Context: an optimization exercise on an open-source flow, tuned for small area. The choices shown serve that exercise and are no tape-out recipe. In this exercise RTL edits were held to simulation tests only and were not proved equivalent to the original.

$ cat design/flow/config.mk
export PLATFORM = sky130hd
export DESIGN_NAME = EQ
export DESIGN_NICKNAME = EQ
export VERILOG_FILES = /design/flow/design.v
export SDC_FILE = /design/flow/constraint.sdc
export NUM_CORES = 8
export LEC_CHECK = 0
export CAP_MARGIN = 20
export CORE_MARGIN = 2
export CORE_UTILIZATION = 45
export SLEW_MARGIN = 20
$ cat design/flow/constraint.sdc
create_clock -name core_clock -period 20.0 [get_ports {clk}]
set_input_delay 4.0000 -clock core_clock [delete_from_list [all_inputs] [get_ports {clk}]]
set_output_delay 4.0000 -clock core_clock [all_outputs]
set_load 0.01 [all_outputs]
$ cat design/flow/design.v
`timescale 1ns / 1ps
module EQ#(
    parameter data_width = 24)
    (
   input                   clk,
   input                   rst,
   input                   EN,
   input [data_width-1:0]  s_axis_tdata,
   input                   s_axis_tvalid,
   input                   s_axis_tlast,
   output                  s_axis_tready,
   output [data_width-1:0] m_axis_tdata,
   output                  m_axis_tvalid,
   output                  m_axis_tlast,
   input                   m_axis_tready,
   input [31:0]            s_apb_paddr,
   input                   s_apb_psel,
   input                   s_apb_penable,
   input                   s_apb_pwrite,
   input [31:0]            s_apb_pwdata,
   output                  s_apb_pready,
   output [31:0]           s_apb_prdata,
   output                  s_apb_pslverr,
   output                  led_test
    );
   reg [data_width-1:0]    r_m_axis_tdata;
   reg                     r_m_axis_tvalid;
   reg                     r_m_axis_tlast;
   reg                     r_led;
   reg                     reset;
   localparam         STATE_TYPE_idle = 5'b00000;
   localparam         STATE_TYPE_transferred_left = 5'b00001; 
   localparam         STATE_TYPE_calculate1_left = 5'b00010;                          
   localparam         STATE_TYPE_calculate2_left = 5'b00011; 
   localparam         STATE_TYPE_calculate3_left = 5'b00100; 
   localparam         STATE_TYPE_calculate4_left = 5'b00101;  
   localparam         STATE_TYPE_delay_line1_left = 5'b00110;  
   localparam         STATE_TYPE_delay_line2_left = 5'b00111;
   localparam         STATE_TYPE_transferred0 = 5'b01000;  
   localparam         STATE_TYPE_transferred_right = 5'b01001; 
   localparam         STATE_TYPE_calculate1_right =  5'b01010;                          
   localparam         STATE_TYPE_calculate2_right =  5'b01011; 
   localparam         STATE_TYPE_calculate3_right =  5'b01100; 
   localparam         STATE_TYPE_calculate4_right =  5'b01101;  
   localparam         STATE_TYPE_delay_line1_right = 5'b01110;  
   localparam         STATE_TYPE_delay_line2_right = 5'b01111;
   reg [4:0]               state;
   wire                    ready;
   reg                     tlast;
   reg signed [data_width-1:0]    xn,xn1,xn2;  
   reg signed [data_width-1:0]    yn,yn1,yn2; 
   reg signed [data_width-1:0]    xn_right,xn1_right,xn2_right;  
   reg signed [data_width-1:0]    yn_right,yn1_right,yn2_right; 
   reg signed [data_width-1:0]    data;
   reg signed [(data_width*2)-1:0] r_x0,r_x1,r_x2,r_y1,r_y2,r_y,r_s;  
   reg signed [data_width-1:0] r_s1;
   reg signed [(data_width*2)-1:0] r_x0_right,r_x1_right,r_x2_right,r_y1_right,r_y2_right,r_y_right,r_s_right;  
   reg signed [data_width-1:0] r_s1_right;
   reg signed [data_width-1:0]     a1,a2,b0,b1,b2;
   integer value;  
   always @(posedge clk or negedge rst)
   begin
      if (rst == 1'b0)begin
         state <= STATE_TYPE_idle;
         r_led <= 0;
         r_m_axis_tvalid <= 1'b0;
         yn <= 0; xn<=0; yn1<=0;yn2<=0;xn1<=0;xn2<=0;r_x0<=0;r_x1<=0;r_x2<=0;r_y1<=0;r_y2<=0;r_y<=0;r_s<=0;r_s1<=0;
         yn_right <= 0; xn_right<=0; yn1_right<=0;yn2_right<=0;xn1_right<=0;xn2_right<=0;r_x0_right<=0;r_x1_right<=0;r_x2_right<=0;r_y1_right<=0;r_y2_right<=0;r_y_right<=0;r_s_right<=0;r_s1_right<=0;
      end else if (reset == 1)begin
         state <= STATE_TYPE_idle;
         r_led <= 0;
         r_m_axis_tvalid <= 1'b0;
         yn <= 0; xn<=0; yn1<=0;yn2<=0;xn1<=0;xn2<=0;r_x0<=0;r_x1<=0;r_x2<=0;r_y1<=0;r_y2<=0;r_y<=0;r_s<=0;r_s1<=0;
         yn_right <= 0; xn_right<=0; yn1_right<=0;yn2_right<=0;xn1_right<=0;xn2_right<=0;r_x0_right<=0;r_x1_right<=0;r_x2_right<=0;r_y1_right<=0;r_y2_right<=0;r_y_right<=0;r_s_right<=0;r_s1_right<=0;
      end else begin
         case (state)
            STATE_TYPE_idle :
            begin
               r_m_axis_tvalid <= 1'b0;
               if( EN == 1)begin
                   r_led <= 1;
                   if ((s_axis_tvalid == 1'b1) & (ready == 1'b1))begin
                      if(s_axis_tlast == 0)begin
                            state <= STATE_TYPE_transferred_left;
                      end else
                            state <= STATE_TYPE_transferred_right;
                   end
               end else begin
                    r_led <= 0;
                    if ((s_axis_tvalid == 1'b1) & (ready == 1'b1))
                      state <= STATE_TYPE_transferred0;
               end
             end
            STATE_TYPE_transferred_left:
               begin
                  r_m_axis_tvalid <= 1'b1;
                  r_m_axis_tdata <= yn;
                  r_m_axis_tlast <= tlast;
                  xn <= s_axis_tdata;
                  tlast <= s_axis_tlast;
                  state <= STATE_TYPE_calculate1_left;
               end
            STATE_TYPE_calculate1_left:
                begin
                    r_m_axis_tvalid <= 1'b0;
                    r_x0 <= b0*xn;  
                    r_x1 <= b1*xn1;  
                    r_x2 <= b2*xn2;  
                    r_y1 <= a1*yn1;  
                    r_y2 <= a2*yn2;  
                    state <= STATE_TYPE_calculate2_left;
                end
             STATE_TYPE_calculate2_left:
                begin
                    r_s <= r_x0 + r_x1 + r_x2 - (r_y1+r_y2);  
                    state <= STATE_TYPE_calculate3_left;
                end   
             STATE_TYPE_calculate3_left:
                begin
                    r_s1 <= (r_s >> 22);     
                    state <= STATE_TYPE_calculate4_left;
                end 
             STATE_TYPE_calculate4_left:
                begin
                    yn <= r_s1[data_width-1:0];  
                    state <= STATE_TYPE_delay_line1_left;
                end 
             STATE_TYPE_delay_line1_left:
                begin
                    xn2 <= xn1;
                    yn2 <= yn1;
                    state <= STATE_TYPE_delay_line2_left;
                end 
              STATE_TYPE_delay_line2_left:
                begin
                    xn1 <= xn;
                    yn1 <= yn;
                    state <= STATE_TYPE_idle;
                end
              STATE_TYPE_transferred_right:
               begin
                  r_m_axis_tvalid <= 1'b1;
                  r_m_axis_tdata <= yn_right;
                  r_m_axis_tlast <= tlast;
                  xn_right <= s_axis_tdata;
                  tlast <= s_axis_tlast;
                  state <= STATE_TYPE_calculate1_right;
               end
            STATE_TYPE_calculate1_right:
                begin
                    r_m_axis_tvalid <= 1'b0;
                    r_x0_right <= b0*xn_right;  
                    r_x1_right <= b1*xn1_right;  
                    r_x2_right <= b2*xn2_right;  
                    r_y1_right <= a1*yn1_right;  
                    r_y2_right <= a2*yn2_right;  
                    state <= STATE_TYPE_calculate2_right;
                end
             STATE_TYPE_calculate2_right:
                begin
                    r_s_right <= r_x0_right + r_x1_right + r_x2_right - (r_y1_right+r_y2_right);  
                    state <= STATE_TYPE_calculate3_right;
                end   
             STATE_TYPE_calculate3_right:
                begin
                    r_s1_right <= (r_s_right >> 22);     
                    state <= STATE_TYPE_calculate4_right;
                end 
             STATE_TYPE_calculate4_right:
                begin
                    yn_right <= r_s1_right[data_width-1:0];  
                    state <= STATE_TYPE_delay_line1_right;
                end 
             STATE_TYPE_delay_line1_right:
                begin
                    xn2_right <= xn1_right;
                    yn2_right <= yn1_right;
                    state <= STATE_TYPE_delay_line2_right;
                end 
              STATE_TYPE_delay_line2_right:
                begin
                    xn1_right <= xn_right;
                    yn1_right <= yn_right;
                    state <= STATE_TYPE_idle;
                end  
              STATE_TYPE_transferred0:
               begin
                  r_m_axis_tvalid <= 1'b1;
                  r_m_axis_tdata <= data;
                  r_m_axis_tlast <= tlast;
                  data <= s_axis_tdata;
                  tlast <= s_axis_tlast;
                  state <= STATE_TYPE_idle;
               end
            default 
               state <= STATE_TYPE_idle;
         endcase
      end
   end
   always @(posedge clk)
   begin
         if ((s_apb_pwrite == 1'b1) & (s_apb_psel == 1'b1) & (s_apb_penable == 1'b1))begin
            value <= s_apb_pwdata;
            if(s_apb_pwdata[2:0] == 3'b111)
                reset<=1;
            if(s_apb_pwdata[2:0] == 3'b001)begin 
                a1 <= s_apb_pwdata[26:3];
            end
            if(s_apb_pwdata[2:0] == 3'b010)begin 
                a2 <= s_apb_pwdata[26:3];
            end
            if(s_apb_pwdata[2:0] == 3'b011) 
                b0 <= s_apb_pwdata[26:3];
            if(s_apb_pwdata[2:0] == 3'b100) 
                b1 <= s_apb_pwdata[26:3];
            if(s_apb_pwdata[2:0] == 3'b101) 
                b2 <= s_apb_pwdata[26:3];
            if(s_apb_pwdata[2:0] == 3'b110)
                reset<=0;
         end
   end
   assign ready = m_axis_tready | (~s_axis_tvalid);
   assign s_axis_tready = ready;
   assign m_axis_tvalid = r_m_axis_tvalid;
   assign m_axis_tdata = r_m_axis_tdata;
   assign m_axis_tlast = r_m_axis_tlast;
   assign s_apb_pready = 1'b1;
   assign s_apb_prdata = value;
   assign s_apb_pslverr = 1'b0;
   assign led_test = r_led;
endmodule
$ cat design/flow/run.sh
#!/bin/bash
# synth_recipe.tcl (not shown) runs the flow's synth.tcl, then flattens the netlist and writes it again
# the make line also repeats each setting of config.mk as NAME=value (left out here)
make -C /OpenROAD-flow-scripts/flow DESIGN_CONFIG=/design/flow/config.mk WORK_HOME=/design/flow/orfs CLKGATE_MAP_FILE= SYNTH_SCRIPT=/design/flow/synth_recipe.tcl finish
==> parameters.txt <==
Parameter                              Value

CTS
  H-tree level count    4
  Clock transition at the register clock pins on the worst setup and hold paths after CTS    0.06 ns
  Number of buffers created by CTS    139
  Post-cts gate resize count    0
  # clock sinks    1053
  Root buf cell    sky130_fd_sc_hd__clkbuf_16
  Clock latency reported for the late side of the worst-skew pair    0.89 ns
  Post CTS Setup Buffer Count    0
  Number of buffers inserted by hold repair at cts    0
  Clock Tree Buf Depth    4
  CTS tree    built

Worst setup path
  Maximum fanout along the worst path    27
  Critical path buffers and inverters    6
  Critical setup path kind    flip-flop to flip-flop
  Nature of the critical path startpoint    flip-flop
  Signal arrival time at the worst endpoint    10.23 ns
  Top cell family by delay on the critical path    adder cells
  Most used cell along the critical path    sky130_fd_sc_hd__fa_1
  Required time worst endpoint    20.71 ns
  Largest stage delay on the critical path    1.12 ns
  Category of the worst setup path capture point    flip-flop
  Slowest cell on crit path    sky130_fd_sc_hd__edfxtp_1

Global route
  First-pass GRT wire length    1258000 um
  Pin count of the biggest net entering global routing    170
  Number of antenna violations at the first check in global routing    between 90 and 100
  Number of global-route vias before repair    198400
  Global-route congestion overflow total    0
  Overall Global Routing Usage    0.2945

STA
  Accumulated negative setup slack    0 ns
  Post-Route Skew    0.09370 ns
  Final Hold Fails    0
  Final worst-path setup slack    10.48 ns
  Post-route fraction of the period consumed by the critical path    0.4761
  Headroom to the max-slew limit    0.07773
  Worst hold slack across all endpoints    about 0.48 ns
  Final Setup Violations    0
  Min Clock Period, post-route    between 9 and 10 ns
  Worst-margin pin slew    1.374 ns
  Highest clock rate    105.0 MHz
  Number of max-slew violations in the final report    0
  Setup repair after global routing missed its margin    false

Final layout
  Post-Layout Cell Count    34200
  Synthesis-to-layout area growth    5.425%
  Layout fillers    54170
  Nets@finish    34100
  Fraction of final layout cells sized beyond drive strength 1    0.03058

Synthesis
  Number of flops mapped to enable cells by yosys    203
  Mapped cell area    0.2545 mm2
  Synth Register Bits    roughly 1100
  Count of yosys warnings during synthesis    1
  Mean cell area of the mapped netlist    9.353 um2
  Cell count after synthesis    about 27000
  Netlist cell types    93
  Primary flip-flop cell chosen by synthesis mapping    sky130_fd_sc_hd__dfrtp_1
  Number of nets in the synthesized netlist    34860
  Portion of the post-synthesis area used by sequential elements    0.1076
  Async SR Flop Fraction    0.8072

Placement
  Worst slack after detailed placement    10.73 ns
  Number of buffer cells added on primary ports    roughly 120
  Number of placed instances with taps included    33810
  Global placer's final weighted congestion    0.9848
  Detailed Place HPWL    ~640000 um

Floorplan
  Die footprint    0.5715 mm2
  Die span in x    756.0 um
  Height of the die    756.0 um
  Row Count    roughly 280
  Core Box Area    around 0.56 mm2
  Number of placed I/O pins    159
  Initial core utilization    0.4509

Drt
  Routed wire per std cell    24.00 um
  Detailed-routing iteration count for the pre-antenna-repair pass    9
  Post-route DRC    0
  Detailed-route vias per instance    5.410
  Post-route ant nets    0
  1st-iter DRT viols    15770
  Vias    185000
  Routed Wire Length    820600 um

Outcome
  Result of the run  no timing/DRC/antenna violations

Run
  Max Cap Violations    0

Worst hold path
  HP Class    flip-flop to flip-flop
area by class of cell:
| type | instances | area [um2] | area share |
|---|---|---|---|
| Multi-Input combinational cell | 18580 | 198900 | 0.7414 |
| Sequential cell | 1053 | 27380 | 0.1021 |
| Inverter | 6078 | 22810 | 0.08505 |
| Tap cell | 7506 | 9392 | 0.03501 |
| Timing Repair Buffer | 601 | 4852 | 0.01809 |
| Clock buffer | 183 | 3851 | 0.01436 |
| Clock inverter | 63 | 743.2 | 0.002771 |
| Antenna cell | 137 | 342.8 | 0.001278 |
cell usage in the layout, fill, tap and decap left out, types with 17 or more instances in the layout:
| cell type | count |
|---|---|
| sky130_fd_sc_hd__o211ai_1 | 22 |
| sky130_fd_sc_hd__fa_1 | 6156 |
| sky130_fd_sc_hd__nor3_1 | 82 |
| sky130_fd_sc_hd__nand3_1 | 117 |
| sky130_fd_sc_hd__or3_1 | 43 |
| sky130_fd_sc_hd__o21bai_1 | 71 |
| sky130_fd_sc_hd__and2_1 | 2574 |
| sky130_fd_sc_hd__nand2_1 | 4549 |
| sky130_fd_sc_hd__nand4_1 | 54 |
| sky130_fd_sc_hd__buf_2 | 19 |
| sky130_fd_sc_hd__a222oi_1 | 25 |
| sky130_fd_sc_hd__ha_1 | 1400 |
| sky130_fd_sc_hd__inv_1 | 6078 |
| sky130_fd_sc_hd__a21o_1 | 255 |
| sky130_fd_sc_hd__clkbuf_1 | 30 |
| sky130_fd_sc_hd__and3_1 | 43 |
| sky130_fd_sc_hd__nand2b_1 | 131 |
| sky130_fd_sc_hd__o31ai_1 | 25 |
| sky130_fd_sc_hd__clkdlybuf4s50_1 | 103 |
| sky130_fd_sc_hd__dfrtp_1 | 842 |
| sky130_fd_sc_hd__nor2_1 | 271 |
| sky130_fd_sc_hd__diode_2 | 137 |
| sky130_fd_sc_hd__xor2_1 | 158 |
| sky130_fd_sc_hd__clkbuf_16 | 145 |
| sky130_fd_sc_hd__xnor2_1 | 426 |
| sky130_fd_sc_hd__nor4_1 | 20 |
| sky130_fd_sc_hd__a211o_1 | 17 |
| sky130_fd_sc_hd__edfxtp_1 | 203 |
| sky130_fd_sc_hd__a31oi_1 | 60 |
| sky130_fd_sc_hd__a21oi_1 | 1067 |
| sky130_fd_sc_hd__a22o_1 | 24 |
| sky130_fd_sc_hd__a211oi_1 | 72 |
| sky130_fd_sc_hd__buf_4 | 469 |
| sky130_fd_sc_hd__o21a_1 | 64 |
| sky130_fd_sc_hd__nor2b_1 | 209 |
| sky130_fd_sc_hd__o21ai_0 | 315 |
cells by family after synthesis:
logic type | Yosys count | synth area share
AOI/OAI and AO/OA | 2212 | 0.05299
xor gates and xnor gates | 593 | 0.02041
adders and majority gates | 7556 | 0.5532
buffers and inverters | 7577 | 0.1118
DFF | 1053 | 0.1076
muxes | 17 | 0.0006786
other | 2 | 0.00002951
and+or+nand+nor | 8195 | 0.1533
stage by stage:
stage	area (um2)	utilization
5_1_grt	268000	0.4750
4_1_cts	267800	0.4746
3_5_place_dp	263200	0.4665
6_report	268300	0.4754
3_3_place_gp	263200	0.4664
2_1_floorplan	254500	-
cell usage after synthesis (11+ instances only):
library cell,number,share of area
sky130_fd_sc_hd__fa_1,6156,0.48
sky130_fd_sc_hd__inv_1,6078,0.090
sky130_fd_sc_hd__nand2_1,4554,0.067
sky130_fd_sc_hd__and2_1,2574,0.063
sky130_fd_sc_hd__clkbuf_1,1469,0.022
sky130_fd_sc_hd__ha_1,1400,0.069
sky130_fd_sc_hd__a21oi_1,1068,0.021
sky130_fd_sc_hd__dfrtp_1,850,0.084
sky130_fd_sc_hd__xnor2_1,433,0.015
sky130_fd_sc_hd__o21ai_0,315,0.0062
sky130_fd_sc_hd__nor2_1,282,0.0042
sky130_fd_sc_hd__a21o_1,255,0.0075
sky130_fd_sc_hd__nor2b_1,209,0.0051
sky130_fd_sc_hd__edfxtp_1,203,0.024
sky130_fd_sc_hd__xor2_1,160,0.0055
sky130_fd_sc_hd__nand2b_1,131,0.0032
sky130_fd_sc_hd__nand3_1,119,0.0023
sky130_fd_sc_hd__nor3_1,91,0.0018
sky130_fd_sc_hd__a211oi_1,72,0.0021
sky130_fd_sc_hd__o21bai_1,71,0.0021
sky130_fd_sc_hd__o21a_1,64,0.0019
sky130_fd_sc_hd__a31oi_1,60,0.0015
sky130_fd_sc_hd__nand4_1,54,0.0013
sky130_fd_sc_hd__and3_1,44,0.0011
sky130_fd_sc_hd__or3_1,43,0.0011
sky130_fd_sc_hd__buf_1,26,0.00038
sky130_fd_sc_hd__a222oi_1,25,0.00098
sky130_fd_sc_hd__o31ai_1,25,0.00074
sky130_fd_sc_hd__a22o_1,24,0.00083
sky130_fd_sc_hd__o211ai_1,22,0.00065
sky130_fd_sc_hd__nor4_1,20,0.00049
sky130_fd_sc_hd__a211o_1,17,0.00059
sky130_fd_sc_hd__and4_1,15,0.00052
sky130_fd_sc_hd__mux2i_1,15,0.00059
sky130_fd_sc_hd__or2_2,15,0.00037
sky130_fd_sc_hd__o21ai_1,13,0.00026
sky130_fd_sc_hd__a221oi_1,11,0.00038
sky130_fd_sc_hd__nor3b_1,11,0.00032
sky130_fd_sc_hd__o2111ai_1,11,0.00038
worst register-to-register path, cell delays in order (launching register included):
cell and delay, ns:
sky130_fd_sc_hd__edfxtp_1 1.12, sky130_fd_sc_hd__buf_4 0.55, sky130_fd_sc_hd__nand2_1 0.18, sky130_fd_sc_hd__fa_1 0.52
sky130_fd_sc_hd__fa_1 0.51, sky130_fd_sc_hd__inv_1 0.04, sky130_fd_sc_hd__ha_1 0.19, sky130_fd_sc_hd__fa_1 0.49
sky130_fd_sc_hd__inv_1 0.06, sky130_fd_sc_hd__fa_1 0.54, sky130_fd_sc_hd__inv_1 0.06, sky130_fd_sc_hd__fa_1 0.53
sky130_fd_sc_hd__inv_1 0.07, sky130_fd_sc_hd__fa_1 0.50, sky130_fd_sc_hd__inv_1 0.05, sky130_fd_sc_hd__ha_1 0.38
sky130_fd_sc_hd__nand3_1 0.15, sky130_fd_sc_hd__nor4_1 0.17, sky130_fd_sc_hd__o21ai_1 0.18, sky130_fd_sc_hd__nand3_1 0.13
sky130_fd_sc_hd__a41oi_1 0.27, sky130_fd_sc_hd__o31ai_2 0.48, sky130_fd_sc_hd__a21oi_1 0.20, sky130_fd_sc_hd__o311ai_0 0.60
sky130_fd_sc_hd__a21oi_1 0.17, sky130_fd_sc_hd__xor2_1 1.04, sky130_fd_sc_hd__o21ai_0 0.17
per-layer routing:
layer  wire, um  up-vias  GRT usage
met5        233        -          0
met4      45300       34     0.1408
met3      76130     1501    0.06682
met2     373200     7541     0.4605
met1     325700    97810     0.3899
li1           -    78110          -
worst paths after layout:
check	startpoint	endpoint	slack, ns	depth (start not counted)
setup reg to reg	b2[2]$_DFFE_PP_	r_x2_right[40]$_DFFE_PN0P_	10.48	26
hold reg to reg	r_y2_right[21]$_DFFE_PN0P_	r_y2_right[21]$_DFFE_PN0P_	0.48	2
setup / recovery	b2[2]$_DFFE_PP_	r_x2_right[40]$_DFFE_PN0P_	10.48	26
min in group asynchronous	rst	xn2[4]$_DFFE_PN0P_	3.00	1
max in group asynchronous	rst	yn_right[16]$_DFFE_PN0P_	13.26	6
hold / removal	r_y2_right[21]$_DFFE_PN0P_	r_y2_right[21]$_DFFE_PN0P_	0.48	2
sequential cells by signal (all words and copies together), names as in the netlist, 32 cells and up:
signal      cells
value          32
r_x0_right     46
r_y1           46
r_y1_right     46
r_x1           46
r_x2           46
r_x0           46
r_x2_right     46
r_x1_right     46
r_y2           46
r_y2_right     46

## afterwards: timing with drivers on the ports
How much do the figures lean on ideal ports? The routed layout below was timed once more, with nothing changed but the port constraints.
Step 1, drivers: a clkbuf_16 drives clk and a buf_2 each remaining input, both assumed.
Step 2 adds t to the input delays and takes it off the output delays; t is the mean of the earliest and latest rising clock arrival at the registers after step 1. Input paths then give back, and output paths get back, about the clock's delay inside the block.
Slacks: ideal / step 1 / step 2; pairs: ideal / step 1.
t, ns: 0.961
setup WS [ns]: 10.478 / 10.478 / 10.478
worst setup path at the end: register to register
latest minus earliest clock arrival (ns): 0.115 / 0.115
worst data-port slew with drivers (ns): 0.08
After both steps this run still meets setup and hold. The setup slack of this run moves by 0.000 ns with the drivers and by 0.000 ns with both steps.
